Source: an optimization exercise on an open RTL-to-GDS flow (aim: small area and a short achievable clock period). Production flows keep margins and buffers that such runs may drop.
At most, simulation tests tie the RTL to the original design; equivalence was not proved.

==> flow/design.v <==
`timescale 1ns / 1ps
module lab4_2( 
              input wire      mode,
              input wire[2:0] opCode,
              input wire[3:0] value,
              input clk,
              input reset,
              output reg[9:0] result,
              output reg cacheFull,
              output reg invalidOp,
              output reg overflow);
    reg [5:0]   mem[0:31];
    reg [31:14] memx;
    reg [9:0]  p1;      
    reg [11:0] p1x3;    
    reg [5:0]  cnt;     
    reg [3:0]  start;   
    reg [4:0]  nxt;     
    reg        last;    
    reg [6:0]  cur;     
    reg [3:0]  tgt;     
    wire [2:0] cop = cur[6:4];
    wire [3:0] cv  = cur[3:0];
    wire full  = cnt[5];
    wire empty = (cnt == 6'd0);
    wire valid = (opCode[1:0] != 2'b11);
    wire store = !mode && !full && valid;
    wire exec  = mode && !empty;
    wire jump  = cop[2] & cop[1];
    function isjump;
        input [6:0] e;
        isjump = e[6] & e[5];
    endfunction
    wire [11:0] sum = result + cv + (cop[0] ? p1 : 10'd0);
    function [9:0] row;
        input [1:0] d;
        input [9:0] b;
        input [9:0] b3;
        case (d)
            2'd0: row = 10'd0;
            2'd1: row = b;
            2'd2: row = {b[8:0], 1'b0};
            default: row = b3;
        endcase
    endfunction
    wire [9:0] r0 = row(result[1:0], p1, p1x3[9:0]);
    wire [9:0] r1 = row(result[3:2], p1, p1x3[9:0]);
    wire [9:0] r2 = row(result[5:4], p1, p1x3[9:0]);
    wire [9:0] r3 = row(result[7:6], p1, p1x3[9:0]);
    wire [9:0] r4 = row(result[9:8], p1, p1x3[9:0]);
    function [1:0] fa;
        input a, b, c;
        fa = {(a & b) | (a & c) | (b & c), a ^ b ^ c};
    endfunction
    function [1:0] ha;
        input a, b;
        ha = {a & b, a ^ b};
    endfunction
    wire t1, t2, t3, t4, t5, t6, t7, t8, t9, t10, t11, t12, t13, t14, t15, t16, t17, t18, t19, t20, t21, t22, t23, t24, t25, t26, t27, t28;
    assign {t2, t1} = ha(r0[8], r1[6]);
    assign {t4, t3} = fa(r0[9], r1[7], r2[5]);
    assign {t6, t5} = ha(r0[6], r1[4]);
    assign {t8, t7} = fa(r0[7], r1[5], r2[3]);
    assign {t10, t9} = fa(t1, r2[4], r3[2]);
    assign {t12, t11} = fa(t3, r3[3], r4[1]);
    assign {t14, t13} = ha(cv[2], r0[2]);
    assign {t16, t15} = fa(cv[3], r0[3], r1[1]);
    assign {t18, t17} = fa(r0[4], r1[2], r2[0]);
    assign {t20, t19} = fa(r0[5], r1[3], r2[1]);
    assign {t22, t21} = fa(t5, r2[2], r3[0]);
    assign {t24, t23} = fa(t7, r3[1], t6);
    assign {t26, t25} = fa(t9, r4[0], t8);
    assign {t28, t27} = fa(t11, t2, t10);
    wire [9:0] mx = {t27, t25, t23, t21, t19, t17, t15, t13, cv[1], cv[0]};
    wire [9:0] my = {t26, t24, t22, t20, t18, t16, t14, r1[0], r0[1], r0[0]};
    wire mcout = t4 | t12 | t28;
    wire [10:0] plo = mx + my;
    function rowhi;
        input [1:0]  d;
        input        ge1;    
        input        ge2;    
        input        ge3;    
        case (d)
            2'd0: rowhi = 1'b0;
            2'd1: rowhi = ge1;
            2'd2: rowhi = ge2;
            default: rowhi = ge3;
        endcase
    endfunction
    wire mhi = rowhi(result[1:0], 1'b0,        p1[9],       |p1x3[11:10])
             | rowhi(result[3:2], |p1[9:8],    |p1[9:7],    |p1x3[11:8])
             | rowhi(result[5:4], |p1[9:6],    |p1[9:5],    |p1x3[11:6])
             | rowhi(result[7:6], |p1[9:4],    |p1[9:3],    |p1x3[11:4])
             | rowhi(result[9:8], |p1[9:2],    |p1[9:1],    |p1x3[11:2]);
    wire movf = plo[10] | mcout | mhi;
    wire [3:0] pop = result[0] + result[1] + result[2] + result[3] + result[4]
                   + result[5] + result[6] + result[7] + result[8] + result[9];
    wire [9:0] rev = {result[0], result[1], result[2], result[3], result[4],
                      result[5], result[6], result[7], result[8], result[9]};
    reg [9:0] nres;
    reg       novf;
    always @* begin
        case (cop[2:1])
            2'b00:   begin nres = sum[9:0]; novf = sum[11:10] != 2'd0; end
            2'b01:   begin nres = plo[9:0]; novf = movf; end
            default: begin nres = cop[0] ? rev : {6'd0, pop}; novf = 1'b0; end
        endcase
    end
    wire [4:0] nidx = last ? {1'b0, tgt} : nxt;        
    wire [5:0] nidx1 = nidx + 6'd1;
    reg [5:0] rd;                                        
    reg       rxs;                                       
    integer k;
    always @* begin
        rd  = 6'd0;
        rxs = 1'b0;
        for (k = 0; k < 32; k = k + 1)
            rd = rd | (mem[k] & {6{last ? (tgt == k) : (nxt == k)}});
        for (k = 14; k < 32; k = k + 1)
            rxs = rxs | (memx[k] & (last ? (tgt == k) : (nxt == k)));
    end
    wire       below14 = last ? (tgt < 4'd14) : (nxt < 5'd14);
    wire       rx      = below14 ? (rd[5:1] == 5'b11111) : rxs;
    wire [6:0] rdat = rx ? {2'b10, rd[0], rd[3:0]}
                         : {rd[5] & rd[4], rd[5:4] == 2'b11 ? 2'b10 : rd[5:4], rd[3:0]};
    wire       wx    = opCode[2] & ~opCode[1];
    wire [6:0] wcode = {wx, opCode[2] ? 2'b11 : opCode[1:0],
                        wx ? {3'b111, opCode[0]} : value};
    wire [6:0] wc = {opCode, value};
    wire [3:0] tw = isjump(wc)   ? value      : start;    
    wire [3:0] te = isjump(rdat) ? rdat[3:0]  : tgt;      
    always @(posedge clk) begin
        if (store) begin
            mem[cnt[4:0]] <= wcode[5:0];
            if (cnt[4:0] >= 5'd14)
                memx[cnt[4:0]] <= wcode[6];
        end
        if (empty) begin
            cur <= wc;
            tgt <= tw;
        end else if (mode) begin
            cur <= rdat;
            tgt <= te;
        end
    end
    always @(posedge clk or posedge reset) begin
        if (reset) begin
            result    <= 10'd0;
            p1        <= 10'd0;
            p1x3      <= 12'd0;
            overflow  <= 1'b0;
            cacheFull <= 1'b0;
            invalidOp <= 1'b0;
            cnt       <= 6'd0;
            start     <= 4'd0;
            nxt       <= 5'd1;
            last      <= 1'b0;
        end else begin
            if (!mode) begin
                if (full)
                    cacheFull <= 1'b1;
                else begin
                    invalidOp <= !valid;
                    if (valid) begin
                        cnt  <= cnt + 6'd1;
                        last <= empty;
                    end
                end
            end else if (!empty) begin
                nxt   <= nidx1[4:0];
                last  <= (nidx1 == cnt);
                start <= tgt;
                if (!jump) begin
                    result   <= nres;
                    p1       <= result;
                    p1x3     <= {2'd0, result} + {1'b0, result, 1'b0};
                    overflow <= novf;
                end
            end
        end
    end
endmodule
make LEC_CHECK=0 CAP_MARGIN=20 CORE_MARGIN=2 CORE_UTILIZATION=40 CTS_BUF_LIST=sky130_fd_sc_hd__clkbuf_8 CTS_CLUSTER_DIAMETER=100 CTS_CLUSTER_SIZE=14 SETUP_SLACK_MARGIN=4.1 SLEW_MARGIN=20 finish   # period 8.0 ns
run.sh (not shown) runs the stock make flow with config.mk's settings and CLKGATE_MAP_FILE= SYNTH_SCRIPT=/design/flow/synth_recipe.tcl, a recipe that flattens the netlist after the stock synthesis.
The baseline completed with no timing, DRC or antenna violations.
Next try:
- PLACE_DENSITY: default -> 0.75
Routed wire length goes down by 0.91%.
Clock skew goes up by 31 ps.
Cell count goes up by 0.51%.
Design area goes up by 1.2%.
Global-route usage goes down by 0.36 points.
Clock-buffer cell count does not change.
Synthesized cell count does not change.
Next try:
- PLACE_DENSITY: 0.75 -> default
- SETUP_SLACK_MARGIN: 4.1 -> 4.4
Setup slack improved by 170 ps.
Worst hold slack improved by 8.5 ps.
Die area stays the same.
Maximum frequency grows by 4.6%.
Count of clock-buffer cells in the layout stays the same.
Wire length grows by 2.9%.
Final area grows by 1.6%.
Non-clock buffer count grows by 2.
Function was not checked in any run of this note: the RTL went through the layout flow alone.

## run 1
Another version of the RTL of lab4_2 (not shown whole).
Size in the first run: about 1200 cells after synthesis, ~290 flip-flops, roughly 23 I/O pins, roughly 14000 um^2 of cells after synthesis.
clock: 8.0 ns
lec_check: 0
cap_margin: 20
core_margin: 2
core_utilization: 40
setup_slack_margin: 4.6
slew_margin: 20
Run 1 went all the way through synthesis, placement and routing and the layout is clean on timing, DRC and antenna.
--- input diff run 1..run 2 ---
Settings: removing SETUP_SLACK_MARGIN (formerly 4.6).
==> comparison <==
Run 2 completed end to end with timing, DRC and antenna clean. STATUS setup slack: run 2 loses against run 1. There was hardly any difference in synthesized cell count between run 2 and run 1. Run 2 packs its core more loosely than run 1.
Setup changes, run 2 to run 3
Settings: putting SETUP_SLACK_MARGIN at 3.5 where nothing was set.
## What came out
Compared with run 2, in run 3 area of all placed cells without fillers up 430 um^2, maximum fanout encountered on the critical timing path fell 10.
Run 3 vs run 2, cell count went up by 1.2%.
Of run 2 and run 3, run 2 shows the higher number of buffers created by CTS, with run 3 below it.

JK:
lab4_2, a different RTL version from the one above (not shown whole).
Size: ~270 flip-flops.
export LEC_CHECK = 0
export CAP_MARGIN = 20
export CORE_MARGIN = 2
export CORE_UTILIZATION = 40
export CTS_BUF_LIST = sky130_fd_sc_hd__clkbuf_8
export CTS_CLUSTER_DIAMETER = 100
export CTS_CLUSTER_SIZE = 12
export SETUP_SLACK_MARGIN = 4.4
export SLEW_MARGIN = 20
create_clock -name core_clock -period 8.0 [get_ports {clk}]
standard.sh (not shown) runs the stock make flow with config.mk's settings and CLKGATE_MAP_FILE= SYNTH_SCRIPT=/design/flow/synth_recipe.tcl, a recipe that flattens the netlist after the stock synthesis.
==> flow/flow/run.sh <==
#!/bin/bash
# The standard layout (the standard.sh, unchanged synthesis), except that
# the port buffers are sky130_fd_sc_hd__buf_2 cells rather than the delay
# buffer that buffer_ports picks by default. Full tool output goes to
# standard.log here; ORFS's own per-step logs stay under orfs/logs.
set -euo pipefail
export BUFFER_PORTS_ARGS="-buffer_cell sky130_fd_sc_hd__buf_2"
bash standard.sh > standard.log 2>&1
diff inputs: JK => MS
- SETUP_SLACK_MARGIN changed from 4.4 to 4.1
### Flow results
MS | status: complete | timing, DRC, antenna: pass
Routed wire length: MS better than JK
Relative to JK, the met3 track demand over resource in global routing of MS is higher by 1.0 points.
Higher layout overhead on the synthesized area among JK and MS: JK
Detailed-route wire length on metal 1: MS vs JK down about 0.6%
Worst reg-to-reg path cell count was higher in JK than in MS.
Delta(worst path setup slack after routing, MS - JK) > 0
No run of this note included a check of the RTL's function; only the layout flow was run.

Another version of the RTL of lab4_2 (not shown whole).
Size in the first run: ~1200 cells after synthesis, roughly 23 I/O pins.
clock: 8.0 ns
lec_check: 0
cap_margin: 20
core_margin: 2
core_utilization: 40
setup_slack_margin: 4.5
slew_margin: 20
run.sh (not shown) runs the stock make flow with config.mk's settings and CLKGATE_MAP_FILE= SYNTH_SCRIPT=/design/flow/synth_recipe.tcl, a recipe that flattens the netlist after the stock synthesis.
Stock flow here: none of the scripts above is used.
Then changed:
SETUP_SLACK_MARGIN = default   (was 4.5)
=> Wire length falls by a little under a tenth; first-iteration DRC count falls by a little under a tenth; maximum frequency falls by a quarter to a third; clock-buffer cell count fell by 2; sequential share of layout area climbs by 7.4 points; via count came out lower by a little under a tenth; clock skew drops by 3.5 ps; register-to-register slack got worse by 1300 ps; worst hold slack degrades by 6.9 ps; setup slack gets worse by 1500 ps.
No functional check of the RTL was part of any run of this note.

Another version of the RTL of lab4_2 (not shown whole).
Size in the first run: ~1,200 cells after synthesis, about 15,000 sq um of cells after synthesis.
==> flow/design.v (excerpt) <==
module lab4_2( 
              input wire      mode,
              input wire[2:0] opCode,
              input wire[3:0] value,
              input clk,
              input reset,
              output reg[9:0] result,
              output reg cacheFull,
              output reg invalidOp,
              output reg overflow);
==> flow/config.mk <==
export PLATFORM = sky130hd
export DESIGN_NAME = lab4_2
export DESIGN_NICKNAME = lab4_2
export VERILOG_FILES = /design/flow/design.v
export SDC_FILE = /design/flow/constraint.sdc
export NUM_CORES = 4
export LEC_CHECK = 0
export CAP_MARGIN = 20
export CORE_MARGIN = 2
export CORE_UTILIZATION = 40
export CTS_BUF_LIST = sky130_fd_sc_hd__clkbuf_8
export CTS_CLUSTER_DIAMETER = 100
export CTS_CLUSTER_SIZE = 14
export SETUP_SLACK_MARGIN = 4.1
export SLEW_MARGIN = 20
==> flow/constraint.sdc <==
create_clock -name core_clock -period 8.0 [get_ports {clk}]
set_input_delay 1.6000 -clock core_clock [delete_from_list [all_inputs] [get_ports {clk}]]
set_output_delay 1.6000 -clock core_clock [all_outputs]
set_load 0.01 [all_outputs]
Then changed:
- CTS_BUF_LIST: sky130_fd_sc_hd__clkbuf_8 -> not set
- CTS_CLUSTER_DIAMETER: 100 -> 150
- CTS_CLUSTER_SIZE: 14 -> 20
- SETUP_SLACK_MARGIN: 4.1 -> 3.5
Area after synthesis stays the same; setup slack is worse by 0.30 ns.
Then changed:
- SETUP_SLACK_MARGIN: 3.5 -> 4.4
Outcome: The changed run completed without violations. Sequential cell count stays the same. Clock skew came out lower by 0.011 ns. Worst setup slack is better by 0.32 ns. Worst hold slack loses 0.021 ns. Utilization went up by 2.1 points.
Then changed:
- SETUP_SLACK_MARGIN: 4.4 -> 3.8
Count of clock-buffer cells in the layout came out higher by 1.
Maximum frequency came out lower slightly.
Wire length came out higher slightly.
Then changed:
- CTS_BUF_LIST: not set -> sky130_fd_sc_hd__clkbuf_4
- CTS_CLUSTER_DIAMETER: 150 -> 80
- CTS_CLUSTER_SIZE: 20 -> 8
- SETUP_SLACK_MARGIN: 3.8 -> 4.1
Outcome: Utilization rose by 1.2 points. Cell count increases by 3.1%. Cell area rose by 2.7%. Wire length rose by about 3%. Hold slack gets better by 0.023 ns.
Then changed:
- CTS_BUF_LIST: sky130_fd_sc_hd__clkbuf_4 -> not set
- CTS_CLUSTER_DIAMETER: 80 -> 150
- CTS_CLUSTER_SIZE: 8 -> 20
=> Die area stays the same. Final area falls by about 0.9%. Routed wire length falls by 1.7%. Via count is lower by about 2.4%. Critical path depth stays the same. Cell count is lower by 2.6%. Worst setup slack got worse by 0.063 ns. Count of clock-buffer cells in the layout drops by 33. Fmax shrinks by about 1.5%. Synthesized cell count is unchanged.

Another version of the RTL of lab4_2 (not shown whole).
Size in the first run: about 1200 cells after synthesis, about 290 flip-flops.
==> flow/design.v (excerpt) <==
module lab4_2( 
              input wire      mode,
              input wire[2:0] opCode,
              input wire[3:0] value,
              input clk,
              input reset,
              output reg[9:0] result,
              output reg cacheFull,
              output reg invalidOp,
              output reg overflow);
    reg [6:0] mem[0:31];
    reg [9:0]  p1;      
    reg [11:0] p1x3;    
    reg [5:0]  cnt;     
    reg [3:0]  start;   
    reg [4:0]  nxt;     
    reg        last;    
    reg [6:0]  cur;     
    reg [3:0]  tgt;     
    wire [2:0] cop = cur[6:4];
    wire [3:0] cv  = cur[3:0];
    wire full  = cnt[5];
    wire empty = (cnt == 6'd0);
    wire valid = (opCode[1:0] != 2'b11);
    wire store = !mode && !full && valid;
    wire exec  = mode && !empty;
    wire jump  = cop[2] & cop[1];
    function isjump;
        input [6:0] e;
        isjump = e[6] & e[5];
    endfunction
    wire [11:0] sum = result + cv + (cop[0] ? p1 : 10'd0);
    function [9:0] row;
        input [1:0] d;
        input [9:0] b;
        input [9:0] b3;
        case (d)
            2'd0: row = 10'd0;
            2'd1: row = b;
            2'd2: row = {b[8:0], 1'b0};
            default: row = b3;
        endcase
    endfunction
    wire [9:0] r0 = row(result[1:0], p1, p1x3[9:0]);
    wire [9:0] r1 = row(result[3:2], p1, p1x3[9:0]);
    wire [9:0] r2 = row(result[5:4], p1, p1x3[9:0]);
    wire [9:0] r3 = row(result[7:6], p1, p1x3[9:0]);
    wire [9:0] r4 = row(result[9:8], p1, p1x3[9:0]);
  ...
Settings: LEC_CHECK=0, CAP_MARGIN=20, CORE_MARGIN=2, CORE_UTILIZATION=40, CTS_CLUSTER_DIAMETER=150, CTS_CLUSTER_SIZE=25, SETUP_SLACK_MARGIN=3.5, SLEW_MARGIN=20; clock period 8.0 ns.
The first run completed without violations.
Change:
==> flow/flow/run.sh (new file) <==
#!/bin/bash
# Standard layout, with the port buffers made from the smallest buffer cell.
set -e
export BUFFER_PORTS_ARGS="-buffer_cell sky130_fd_sc_hd__buf_1"
cat standard.sh > standard_sh_copy.txt
bash standard.sh > standard.log 2>&1
==> flow/standard.sh (new file) <==
#!/bin/bash
# synth_recipe.tcl (not shown) runs the flow's synth.tcl, then flattens the netlist and writes it again
# the make line also repeats each setting of config.mk as NAME=value (left out here)
make -C /OpenROAD-flow-scripts/flow DESIGN_CONFIG=/design/flow/config.mk WORK_HOME=/design/flow/orfs CLKGATE_MAP_FILE= SYNTH_SCRIPT=/design/flow/synth_recipe.tcl "${@:-finish}"
--- a/flow/config.mk
+++ b/flow/config.mk
@@ -12 +12 @@
-export CTS_CLUSTER_SIZE = 25
+export CTS_CLUSTER_SIZE = 20
removed: flow/run.sh
- non-clock buffer count grows by 8
- area after synthesis stays the same
- cell area goes up by 0.38%
- setup slack stays flat
- wire length came out higher by 0.77%
- register-to-register slack barely changes
Change:
==> flow/run.sh (new file) <==
#!/bin/bash
# synth_recipe.tcl (not shown) runs the flow's synth.tcl, then flattens the netlist and writes it again
# the make line also repeats each setting of config.mk as NAME=value (left out here)
make -C /OpenROAD-flow-scripts/flow DESIGN_CONFIG=/design/flow/config.mk WORK_HOME=/design/flow/orfs CLKGATE_MAP_FILE= SYNTH_SCRIPT=/design/flow/synth_recipe.tcl finish
--- a/flow/config.mk
+++ b/flow/config.mk
@@ -11,2 +11,2 @@
-export CTS_CLUSTER_DIAMETER = 150
-export CTS_CLUSTER_SIZE = 20
+export CTS_CLUSTER_DIAMETER = 70
+export CTS_CLUSTER_SIZE = 25
removed: flow/flow/run.sh
removed: flow/standard.sh
Utilization rises by 0.96 points. Worst setup slack got worse by 0.048 ns. Wire length falls by about 0.33%. Non-clock buffer count falls by 7. Die area does not change.
Change:
--- a/flow/config.mk
+++ b/flow/config.mk
@@ -10,3 +10,3 @@
-export CORE_UTILIZATION = 40
-export CTS_CLUSTER_DIAMETER = 70
-export CTS_CLUSTER_SIZE = 25
+export CORE_UTILIZATION = 55
+export CTS_CLUSTER_DIAMETER = 150
+export CTS_CLUSTER_SIZE = 20
=>
- The changed run finished with timing, DRC and antenna clean
- final cell count shrinks by a little under a tenth
- utilization grows by 15 points
- design area shrinks by a few percent
- hold slack gets better by 0.0036 ns
- critical path depth shrinks by 5
- sequential share of layout area grows by 1.4 points
- via count grows slightly
- die area shrinks by a quarter to a third
- non-clock buffer count grows by 3
- fmax shrinks slightly
Function was not checked in any run of this note: the RTL went through the layout flow alone.

[afterwards: timing with drivers on the ports]
Ports are ideal in the flow. The routed layouts listed here were re-timed in OpenROAD.
Step 1, drivers: a clkbuf_16 drives clk and a buf_2 each remaining input, both assumed.
Step 2 adds t to the input delays and takes it off the output delays; t is the mean of the earliest and latest rising clock arrival at the registers after step 1. Input paths then give back, and output paths get back, about the clock's delay inside the block.
Slacks: ideal ports / drivers / drivers and shift; pairs: ideal ports / drivers.
run	t (ns)	setup slack, ns	worst hold slack (ns)
the first run of note 1	0.636	4.158 / 4.158 / 3.855	0.467 / 0.467 / 0.467
the second run of note 1	0.639	4.084 / 4.084 / 3.761	0.463 / 0.463 / 0.463
the third run of note 1	0.621	4.255 / 4.255 / 3.865	0.472 / 0.472 / 0.472
run 1	0.646	3.636 / 3.636 / 3.636	0.461 / 0.461 / 0.461
run 2	0.577	3.037 / 3.037 / 2.994	0.459 / 0.459 / 0.459
run 3	0.643	3.641 / 3.641 / 3.339	0.468 / 0.468 / 0.468
JK	0.647	4.060 / 4.060 / 3.921	0.466 / 0.466 / 0.466
MS	0.651	4.080 / 4.080 / 3.890	0.466 / 0.466 / 0.466
the first run of note 4	0.629	3.883 / 3.883 / 3.656	0.484 / 0.484 / 0.484
the second run of note 4	0.636	2.388 / 2.410 / 1.774	0.477 / 0.477 / 0.477
the first run of note 5	0.645	3.942 / 3.942 / 3.606	0.512 / 0.512 / 0.512
the second run of note 5	0.583	3.645 / 3.645 / 3.169	0.493 / 0.493 / 0.493
the third run of note 5	0.592	3.962 / 3.962 / 3.916	0.472 / 0.472 / 0.472
the fourth run of note 5	0.564	3.890 / 3.890 / 3.434	0.490 / 0.490 / 0.490
the fifth run of note 5	0.747	3.986 / 3.986 / 3.261	0.512 / 0.512 / 0.512
the sixth run of note 5	0.575	3.923 / 3.923 / 3.612	0.514 / 0.514 / 0.514
the first run of note 6	0.565	3.695 / 3.695 / 3.284	0.496 / 0.496 / 0.496
the second run of note 6	0.577	3.696 / 3.696 / 3.696	0.498 / 0.498 / 0.498
the third run of note 6	0.600	3.648 / 3.648 / 3.123	0.494 / 0.494 / 0.494
the fourth run of note 6	0.558	3.609 / 3.609 / 3.162	0.498 / 0.498 / 0.498
After both steps setup and hold are still met in every run listed. The setup slack of the fifth run of note 5, which loses most, moves by 0.000 ns with the drivers and by -0.725 ns with both steps.
